Background: an optimization exercise with open tools, aiming at a short achievable clock period and few clock cycles. Do not read the settings as production practice. At most, simulation tests tie the RTL to the original design; equivalence was not proved. Power is estimated from default activity; no workload was simulated.

==> run G: inputs <==
// riscv_forwarding_pipeline
module riscv_forwarding_pipeline #(parameter INITIAL_PC = 32'h00400000)
(clk, rst, instruction, dReadData, PC, iMemRead, dAddress, dWriteData, MemRead, MemWrite);
    input wire logic clk, rst;
    input wire logic [31:0] instruction, dReadData;
    output logic iMemRead, MemRead, MemWrite;
    output logic [31:0] PC, dAddress, dWriteData;
    localparam [6:0] BRANCH_OPCODE = 7'b1100011;
    localparam [6:0] R_TYPE_OPCODE = 7'b0110011;
    localparam [6:0] LOAD_OPCODE   = 7'b0000011;
    localparam [6:0] IMM_OPCODE    = 7'b0010011;
    localparam [6:0] STORE_OPCODE  = 7'b0100011;
    localparam BTB_N    = 4;                  
    localparam TAG_HI   = 11;                 
    localparam TAG_LO   = 2;
    logic [31:0] pc_f;
    logic        stall, stall2;               
    logic [BTB_N-1:0] btb_v;
    logic [TAG_HI:TAG_LO] btb_tag [BTB_N];
    logic [31:0] btb_tgt  [BTB_N];
    logic [31:0] btb_word [BTB_N];
    logic [31:TAG_HI+1] btb_hi [BTB_N];      
    logic [1:0]  btb_ptr;                     
    logic        bw_en;
    logic [TAG_HI:TAG_LO] bw_tag;
    logic [31:0] bw_tgt, bw_word;
    logic [31:TAG_HI+1] bw_hi;
    logic [31:0] pc_d;
    logic        d_valid;
    logic        d_pred;                      
    logic [BTB_N-1:0] d_hitv;                 
    logic [31:0] d_pred_word;                 
    logic [31:TAG_HI+1] d_pred_hi;            
    logic [31:0] ex_a, ex_b, ex_sd;           
    logic [12:0] ex_tgt_lo;                   
    logic        ex_tgt_up, ex_tgt_dn;        
    logic [31:0] ex_pc;                       
    logic [BTB_N-1:0] ex_hitv;
    logic        ex_add, ex_sub, ex_and, ex_or, ex_xor, ex_slt;
    logic        ex_cbr, ex_fix, ex_ld, ex_st, ex_wr, ex_go;
  ...
Settings: LEC_CHECK=0, CAP_MARGIN=20, CORE_MARGIN=2, CORE_UTILIZATION=40, SETUP_SLACK_MARGIN=4.4, SLEW_MARGIN=20, SYNTH_HIERARCHICAL=1, SYNTH_MINIMUM_KEEP_SIZE=0; clock period 7.0 ns.
standard.sh (not shown) runs the stock make flow with config.mk's settings and CLKGATE_MAP_FILE= SYNTH_SCRIPT=/design/flow/synth_recipe.tcl, a recipe that flattens the netlist after the stock synthesis.
==> flow/flow/run.sh <==
#!/bin/bash
# Layout flow: the standard ORFS flow (standard.sh) with two changes:
#  - synthesis without ADDER_MAP_FILE, so Yosys does not extract full/half
#    adder cells and ABC maps the adders like the rest of the logic
#    (registers, their names and cell types are those of the standard
#    synthesis);
#  - the buffers that global placement puts on every input and output port
#    are buf_4 cells instead of the flow's default choice.
set -euo pipefail
bash standard.sh ADDER_MAP_FILE= "BUFFER_PORTS_ARGS=-buffer_cell sky130_fd_sc_hd__buf_4" finish > flow_make.log 2>&1
==> run D (differences from run G) <==
--- a/flow/design.v
+++ b/flow/design.v
@@ -29,36 +29,44 @@
         end
     end
     assign x = a ^ b;
     assign c = {g[L][W-2:0], cin};
     assign s = x ^ c;
 endmodule
-module inc_dec #(parameter W = 30, parameter L = 5) (x, inc, dec);
-    input  [W-1:0] x;
-    output [W-1:0] inc, dec;
-    logic [W-1:0] one [0:L];         
-    logic [W-1:0] zer [0:L];         
-    always_comb begin
-        one[0] = {x[W-2:0], 1'b1};
-        zer[0] = {~x[W-2:0], 1'b1};
-        for (int l = 0; l < L; l++) begin
-            for (int i = 0; i < W; i++) begin
-                if (i >= (1 << l)) begin
-                    one[l+1][i] = one[l][i] & one[l][i - (1 << l)];
-                    zer[l+1][i] = zer[l][i] & zer[l][i - (1 << l)];
-                end else begin
-                    one[l+1][i] = one[l][i];
-                    zer[l+1][i] = zer[l][i];
-                end
-            end
-        end
-    end
-    assign inc = x ^ one[L];
-    assign dec = x ^ zer[L];
+module alu(op1, op2, lop1, lop2, op_add, op_sub, op_and, op_or, op_xor, op_slt, sum, result);
+    input  [31:0] op1, op2;          
+    input  [31:0] lop1, lop2;        
+    input         op_add, op_sub, op_and, op_or, op_xor, op_slt;
+    output [31:0] sum;
+    output [31:0] result;
+    logic [31:0] diff;
+    logic        lt;
+    ks_add #(32) add_u(.a(op1), .b(op2),  .cin(1'b0), .s(sum));
+    ks_add #(32) sub_u(.a(op1), .b(~op2), .cin(1'b1), .s(diff));
+    assign lt = (op1[31] ^ op2[31]) ? op1[31] : diff[31];
+    assign result = ({32{op_add}} & sum)
+                  | ({32{op_sub}} & diff)
+                  | ({32{op_and}} & (lop1 & lop2))
+                  | ({32{op_or}}  & (lop1 | lop2))
+                  | ({32{op_xor}} & (lop1 ^ lop2))
+                  | ({31'b0, op_slt & lt});
 endmodule
 `timescale 1 ns / 1 ps
+module regfile(clk, regAddrA, regAddrB, regAddrWrite, regWriteData, regWrite, regReadDataA, regReadDataB);
+    input clk, regWrite;
+    input [4:0] regAddrA, regAddrB, regAddrWrite;
+    input [31:0] regWriteData;
+    output logic [31:0] regReadDataA, regReadDataB;
+    logic [31:0] register[31:1];
+    always_ff@(posedge clk) begin
+        if (regWrite && regAddrWrite != 5'd0)
+            register[regAddrWrite] <= regWriteData;
+    end
+    assign regReadDataA = (regAddrA == 5'd0) ? 32'h0 : register[regAddrA];
+    assign regReadDataB = (regAddrB == 5'd0) ? 32'h0 : register[regAddrB];
+endmodule
 `timescale 1 ns / 1 ps
 module riscv_forwarding_pipeline #(parameter INITIAL_PC = 32'h00400000)
 (clk, rst, instruction, dReadData, PC, iMemRead, dAddress, dWriteData, MemRead, MemWrite);
     input wire logic clk, rst;
     input wire logic [31:0] instruction, dReadData;
     output logic iMemRead, MemRead, MemWrite;
@@ -81,26 +89,25 @@
     logic [1:0]  btb_ptr;                     
     logic        bw_en;
     logic [TAG_HI:TAG_LO] bw_tag;
     logic [31:0] bw_tgt, bw_word;
     logic [31:TAG_HI+1] bw_hi;
     logic [31:0] pc_d;
+    logic [31:13] pc_d_hi_p1, pc_d_hi_m1;     
     logic        d_valid;
     logic        d_pred;                      
     logic [BTB_N-1:0] d_hitv;                 
     logic [31:0] d_pred_word;                 
     logic [31:TAG_HI+1] d_pred_hi;            
     logic [31:0] ex_a, ex_b, ex_sd;           
-    logic [12:0] ex_tgt_lo;                   
-    logic        ex_tgt_up, ex_tgt_dn;        
+    logic [31:0] ex_tgt;                      
     logic [31:0] ex_pc;                       
     logic [BTB_N-1:0] ex_hitv;
     logic        ex_add, ex_sub, ex_and, ex_or, ex_xor, ex_slt;
     logic        ex_cbr, ex_fix, ex_ld, ex_st, ex_wr, ex_go;
     logic        ex_cbr_r, ex_fix_r, ex_ld_r, ex_st_r, ex_wr_r, ex_kill;
-    logic        ex_hifix_r, ex_hifix;        
     logic [4:0]  ex_rd;
     logic        la0, la1, lb0, lb1, ls0, ls1;
     logic [31:0] mem_res, dq_addr, dq_wdata;
     logic        mem_ld, mem_st, mem_wr;
     logic [4:0]  mem_rd;
     logic [31:0] wb_res;
@@ -110,31 +117,23 @@
     assign wb_data = wb_ld ? dReadData : wb_res;
     logic [31:0] opf_a, opf_b, opf_sd, ex_sum, ex_result;
     logic        ex_taken, ex_redirect;
     assign opf_a  = la0 ? dReadData : ex_a;
     assign opf_b  = lb0 ? dReadData : ex_b;
     assign opf_sd = ls0 ? dReadData : fe_s ? mem_res : ex_sd;
-    logic [31:0] ex_diff;
-    logic        ex_lt;
-    assign ex_sum  = ex_a + ex_b;
-    assign ex_diff = ex_a - ex_b;
-    assign ex_lt   = (ex_a[31] ^ ex_b[31]) ? ex_a[31] : ex_diff[31];
-    assign ex_result = ({32{ex_add}} & ex_sum)
-                     | ({32{ex_sub}} & ex_diff)
-                     | ({32{ex_and}} & (opf_a & opf_b))
-                     | ({32{ex_or}}  & (opf_a | opf_b))
-                     | ({32{ex_xor}} & (opf_a ^ opf_b))
-                     | ({31'b0, ex_slt && ex_lt});
+    alu my_alu(.op1(ex_a), .op2(ex_b), .lop1(opf_a), .lop2(opf_b),
+               .op_add(ex_add), .op_sub(ex_sub), .op_and(ex_and),
+               .op_or(ex_or), .op_xor(ex_xor), .op_slt(ex_slt),
+               .sum(ex_sum), .result(ex_result));
     assign ex_cbr = ex_cbr_r && !ex_kill;
     assign ex_fix = ex_fix_r && !ex_kill;
-    assign ex_hifix = ex_hifix_r && !ex_kill;
     assign ex_ld  = ex_ld_r  && !ex_kill;
     assign ex_st  = ex_st_r  && !ex_kill;
     assign ex_wr  = ex_wr_r  && !ex_kill;
     assign ex_taken    = ex_cbr && (ex_a == ex_b);
-    assign ex_redirect = ex_go && (ex_taken || ex_fix || ex_hifix);
+    assign ex_redirect = ex_go && (ex_taken || ex_fix);
     logic [6:0]  d_op;
     logic [2:0]  d_f3;
     logic [4:0]  d_rs1, d_rs2, d_rd;
     logic        d_is_r, d_is_i, d_is_ld, d_is_st, d_is_br, d_dk, d_logic;
     logic        d_use1, d_use2, d_wr, d_alusrc, d_slow1, d_slow2;
     logic [31:0] d_iimm, d_simm, d_imm, d_tgt;
@@ -160,19 +159,22 @@
     assign d_alusrc = d_is_i || d_is_ld || d_is_st;
     assign d_slow1  = d_use1 && !d_logic;
     assign d_slow2  = (d_is_r && !d_logic) || (d_is_br && !d_dk);
     assign d_iimm = {{20{instruction[31]}}, instruction[31:20]};
     assign d_simm = {{20{instruction[31]}}, instruction[31:25], instruction[11:7]};
     assign d_imm  = d_is_st ? d_simm : d_iimm;
-    logic       d_hi_same;
-    logic [10:0] d_tgt_f;
     assign d_boff = {instruction[31], instruction[7], instruction[30:25], instruction[11:8], 1'b0};
-    ks_add #(11, 4) tgt_fast(.a({1'b0, pc_d[9:0]}), .b({1'b0, d_boff[9:0]}), .cin(1'b0), .s(d_tgt_f));
     ks_add #(14, 4) tgt_add(.a({1'b0, pc_d[12:0]}), .b({1'b0, d_boff}), .cin(1'b0), .s(d_tgt_lo));
-    assign d_hi_same = (d_boff[12:10] == 3'b000 && !d_tgt_f[10]) || (d_boff[12:10] == 3'b111 && d_tgt_f[10]);
-    assign d_tgt     = {pc_d[31:10], d_tgt_f[9:0]};
+    always_comb begin
+        d_tgt[12:0] = d_tgt_lo[12:0];
+        case ({instruction[31], d_tgt_lo[13]})
+            2'b01:   d_tgt[31:13] = pc_d_hi_p1;
+            2'b10:   d_tgt[31:13] = pc_d_hi_m1;
+            default: d_tgt[31:13] = pc_d[31:13];
+        endcase
+    end
     always_comb begin
         d_add = 1'b0; d_sub = 1'b0; d_and = 1'b0; d_or = 1'b0; d_xor = 1'b0; d_slt = 1'b0;
         if (d_is_r || d_is_i) begin
             case (d_f3)
                 3'b111: d_and = 1'b1;
                 3'b110: d_or  = 1'b1;
@@ -181,19 +183,14 @@
                 3'b000: if (d_is_r && instruction[31:25] == 7'b0100000) d_sub = 1'b1; else d_add = 1'b1;
                 default: d_add = 1'b1;
             endcase
         end else
             d_add = 1'b1;
     end
-    logic [31:0] register [31:1];
-    always_ff @(posedge clk) begin
-        if (wb_wr && wb_rd != 5'd0)
-            register[wb_rd] <= wb_data;
-    end
-    assign rf_a = (d_rs1 == 5'd0) ? 32'h0 : register[d_rs1];
-    assign rf_b = (d_rs2 == 5'd0) ? 32'h0 : register[d_rs2];
+    regfile my_regfile(.clk(clk), .regAddrA(d_rs1), .regAddrB(d_rs2), .regAddrWrite(wb_rd),
+                       .regWriteData(wb_data), .regWrite(wb_wr), .regReadDataA(rf_a), .regReadDataB(rf_b));
     logic e1a, e1b, m2a, m2b, sh_m, sh_w;
     assign e1a = ex_wr && (ex_rd == d_rs1);
     assign e1b = ex_wr && (ex_rd == d_rs2);
     assign m2a = mem_wr && !sh_m && (mem_rd == d_rs1);
     assign m2b = mem_wr && !sh_m && (mem_rd == d_rs2);
     logic        w3a, w3b, rfa, rfb;
@@ -231,32 +228,26 @@
     assign btb_hit = |f_hitv;
     assign d_redir_raw = d_valid && !d_pred && (d_dk || d_zt);
     logic        exr, dr;
     logic [31:0] ex_target, pc_hold_f, pc_hold_o;
     assign exr       = ex_redirect && !rst;
     assign dr        = d_redir_raw && !stall && !rst;
-    logic [31:13] ex_hi_inc, ex_hi_dec;
-    inc_dec #(19, 5) ex_hi_id(.x(ex_pc[31:13]), .inc(ex_hi_inc), .dec(ex_hi_dec));
-    assign ex_target = ex_fix    ? ex_pc :
-                       ex_tgt_up ? {ex_hi_inc, ex_tgt_lo} :
-                       ex_tgt_dn ? {ex_hi_dec, ex_tgt_lo} : {ex_pc[31:13], ex_tgt_lo};
-    logic [31:2] pc_f_inc;
-    inc_dec #(30, 5) pc_inc(.x(pc_f[31:2]), .inc(pc_f_inc), .dec());
-    assign pc_seq    = btb_hit ? btb_t : {pc_f_inc, pc_f[1:0]};
+    assign ex_target = ex_fix ? ex_pc : ex_tgt;
+    assign pc_seq    = btb_hit ? btb_t : pc_f + 32'd4;
+    assign pc_hold_f = rst ? INITIAL_PC : stall ? pc_f : pc_seq;
+    always_ff @(posedge clk)
+        pc_f <= exr ? ex_target : dr ? d_tgt : pc_hold_f;
     logic [31:0] pc_out;
-    assign pc_hold_f = rst ? INITIAL_PC : stall ? pc_out : pc_seq;
-    assign pc_hold_o = rst ? INITIAL_PC : stall ? pc_f : pc_seq;
-    always_ff @(posedge clk) begin
-        pc_f   <= exr ? ex_target : dr ? d_tgt : pc_hold_f;
+    assign pc_hold_o = rst ? INITIAL_PC : (stall && !stall2) ? pc_f : pc_seq;
+    always_ff @(posedge clk)
         pc_out <= exr ? ex_target : dr ? d_tgt : pc_hold_o;
-    end
     always_ff @(posedge clk) begin
         if (rst)
             bw_en <= 1'b0;
         else
-            bw_en <= d_redirect && d_dk && d_hi_same;
+            bw_en <= d_redirect && d_dk;
         bw_tag  <= pc_d[TAG_HI:TAG_LO];
         bw_tgt  <= d_tgt;
         bw_word <= instruction;
         bw_hi   <= pc_d[31:TAG_HI+1];
     end
     always_ff @(posedge clk) begin
@@ -282,12 +273,14 @@
             d_valid <= !(ex_redirect || d_redirect);
             d_pred  <= btb_hit && !(ex_redirect || d_redirect);
             d_hitv  <= f_hitv;
         end
         if (!stall) begin
             pc_d        <= pc_f;
+            pc_d_hi_p1  <= pc_f[31:13] + 19'd1;
+            pc_d_hi_m1  <= pc_f[31:13] - 19'd1;
             d_pred_word <= btb_w;
             d_pred_hi   <= btb_h;
         end
     end
     always_ff @(posedge clk) begin
         if (stall) begin
@@ -350,13 +343,13 @@
         fe_a    <= tk_a;
         fe_b    <= tk_b;
         fe_s    <= !stall && e1b;
     end
     always_ff @(posedge clk) begin
         if (rst) begin
-            ex_cbr_r <= 1'b0; ex_fix_r <= 1'b0; ex_hifix_r <= 1'b0; ex_ld_r <= 1'b0; ex_st_r <= 1'b0; ex_wr_r <= 1'b0;
+            ex_cbr_r <= 1'b0; ex_fix_r <= 1'b0; ex_ld_r <= 1'b0; ex_st_r <= 1'b0; ex_wr_r <= 1'b0;
             ex_kill <= 1'b0;
             ex_go <= 1'b1;
             la0 <= 1'b0; la1 <= 1'b0; lb0 <= 1'b0; lb1 <= 1'b0; ls0 <= 1'b0; ls1 <= 1'b0;
         end else if (stall) begin
             la0 <= la1; la1 <= 1'b0;
             lb0 <= lb1; lb1 <= 1'b0;
@@ -366,22 +359,19 @@
             la1 <= e1a && ex_ld;
             la0 <= m2a && mem_ld;
             lb1 <= !d_alusrc && e1b && ex_ld;
             lb0 <= !d_alusrc && m2b && mem_ld;
             ls1 <= e1b && ex_ld;
             ls0 <= m2b && mem_ld;
-            ex_tgt_lo  <= d_tgt_lo[12:0];
-            ex_tgt_up  <= d_tgt_lo[13] && !instruction[31];
-            ex_tgt_dn  <= !d_tgt_lo[13] && instruction[31];
+            ex_tgt     <= d_tgt;
             ex_pc      <= pc_d;
             ex_hitv    <= d_hitv;
             ex_rd      <= d_rd;
             ex_add <= d_add; ex_sub <= d_sub; ex_and <= d_and;
             ex_or  <= d_or;  ex_xor <= d_xor; ex_slt <= d_slt;
-            ex_cbr_r <= d_adv && d_is_br && !d_pred && !(d_dk || d_zt);
-            ex_hifix_r <= d_redirect && !d_hi_same;
+            ex_cbr_r <= d_adv && d_is_br && !d_dk && !d_zt;
             ex_fix_r <= d_adv && d_mismatch;
             ex_ld_r  <= d_adv && d_is_ld;
             ex_st_r  <= d_adv && d_is_st;
             ex_wr_r  <= d_adv && d_wr;
             ex_kill  <= ex_redirect;
             ex_go  <= !(d_adv && (haz_one || haz_two));
- SYNTH_HIERARCHICAL: 1 -> default
- SYNTH_MINIMUM_KEEP_SIZE: 0 -> default
==> run P (differences from run G) <==
--- a/flow/design.v
+++ b/flow/design.v
@@ -239,19 +239,19 @@
     assign ex_target = ex_fix    ? ex_pc :
                        ex_tgt_up ? {ex_hi_inc, ex_tgt_lo} :
                        ex_tgt_dn ? {ex_hi_dec, ex_tgt_lo} : {ex_pc[31:13], ex_tgt_lo};
     logic [31:2] pc_f_inc;
     inc_dec #(30, 5) pc_inc(.x(pc_f[31:2]), .inc(pc_f_inc), .dec());
     assign pc_seq    = btb_hit ? btb_t : {pc_f_inc, pc_f[1:0]};
+    assign pc_hold_f = rst ? INITIAL_PC : stall ? pc_f : pc_seq;
+    always_ff @(posedge clk)
+        pc_f <= exr ? ex_target : dr ? d_tgt : pc_hold_f;
     logic [31:0] pc_out;
-    assign pc_hold_f = rst ? INITIAL_PC : stall ? pc_out : pc_seq;
-    assign pc_hold_o = rst ? INITIAL_PC : stall ? pc_f : pc_seq;
-    always_ff @(posedge clk) begin
-        pc_f   <= exr ? ex_target : dr ? d_tgt : pc_hold_f;
+    assign pc_hold_o = rst ? INITIAL_PC : (stall && !stall2) ? pc_f : pc_seq;
+    always_ff @(posedge clk)
         pc_out <= exr ? ex_target : dr ? d_tgt : pc_hold_o;
-    end
     always_ff @(posedge clk) begin
         if (rst)
             bw_en <= 1'b0;
         else
             bw_en <= d_redirect && d_dk && d_hi_same;
         bw_tag  <= pc_d[TAG_HI:TAG_LO];
==> comparison table <==
Placed cells: run D 9035; run P 9282; run G 8991
Placed standard-cell area: run D 97580 sq um; run P 94300 sq um; run G 92730 sq um
Clock network power: run D 11.3 mW; run P 10.2 mW; run G 10.3 mW
Power share of the clock group: run D 36.2%; run P 35.3%; run G 35.4%
Setup crit start: run D ex_b[15]; run P instruction[20]; run G ex_b[4]
Clock buffer count from CTS: run D 204; run P 194; run G 192
Topmost layer with routed signal wires: run D met4; run P met5; run G met5
Layout overhead on the synthesized area: run D 27.53%; run P 28.17%; run G 28.16%
FF/Latch Area: run D 58340 sq um; run P 53680 sq um; run G 53370 sq um
Clock insertion delay at the later pin of the skew report: run D 880 ps; run P 900 ps; run G 860 ps
Count of plain and timing-repair buffers: run D 883; run P 900; run G 853
GR met1 Demand/Resource: run D 36.00%; run P 37.22%; run G 37.21%
Per-cell routed wire length: run D 32.42 um; run P 31.79 um; run G 33.31 um
Result of the run: run D timing/DRC/antenna clean; run P timing/DRC/antenna clean; run G timing/DRC/antenna clean
Reg2reg setup slack: run D 3750 ps; run P 3930 ps; run G 3830 ps
Combinational cell fraction of total power: run D 16.3%; run P 17.5%; run G 17.5%
Post-layout util: run D 51.38%; run P 51.67%; run G 51.51%
Arr. time, crit path: run D 3870 ps; run P 3880 ps; run G 3960 ps
Setup Skew: run D 31.00 ps; run P 69.24 ps; run G 59.37 ps
Number of nets in the final layout: run D 6884; run P 7175; run G 6939
Global-route total usage across every layer: run D 26.67%; run P 27.49%; run G 28.21%
Testbench counts of run G, summed over its fixed seeds: cycles 220,848.
Testbench counts of run P, summed over its fixed seeds: cycles 220,848.
Function not checked in run D: the RTL went through the layout flow alone.

## re-timing with driven ports
No port has a modelled driver above. Below, the same layouts with a new extraction and two added sets of constraints. Step 1, drivers: a clkbuf_16 drives clk and a buf_2 each remaining input, both assumed. Step 2, shift: input delay + t, output delay - t, t = (earliest + latest rising clock arrival at the registers) / 2. This alone moves slack from input paths to output paths. Slacks: no drivers / after step 1 / after step 2; pairs: no drivers / after step 1.
run | shift t [ns] | setup slack, ns | worst slew at a driven data input, ns
run G | 0.924 | 3.832 / 3.381 / 2.457 | 0.84
run D | 0.956 | 3.745 / 3.268 / 2.312 | 0.71
run P | 0.952 | 3.899 / 3.612 / 2.660 | 0.48
After both steps every run listed still meets setup and hold. The setup slack of run D, which loses most, moves by -0.477 ns with the drivers and by -1.433 ns with both steps.
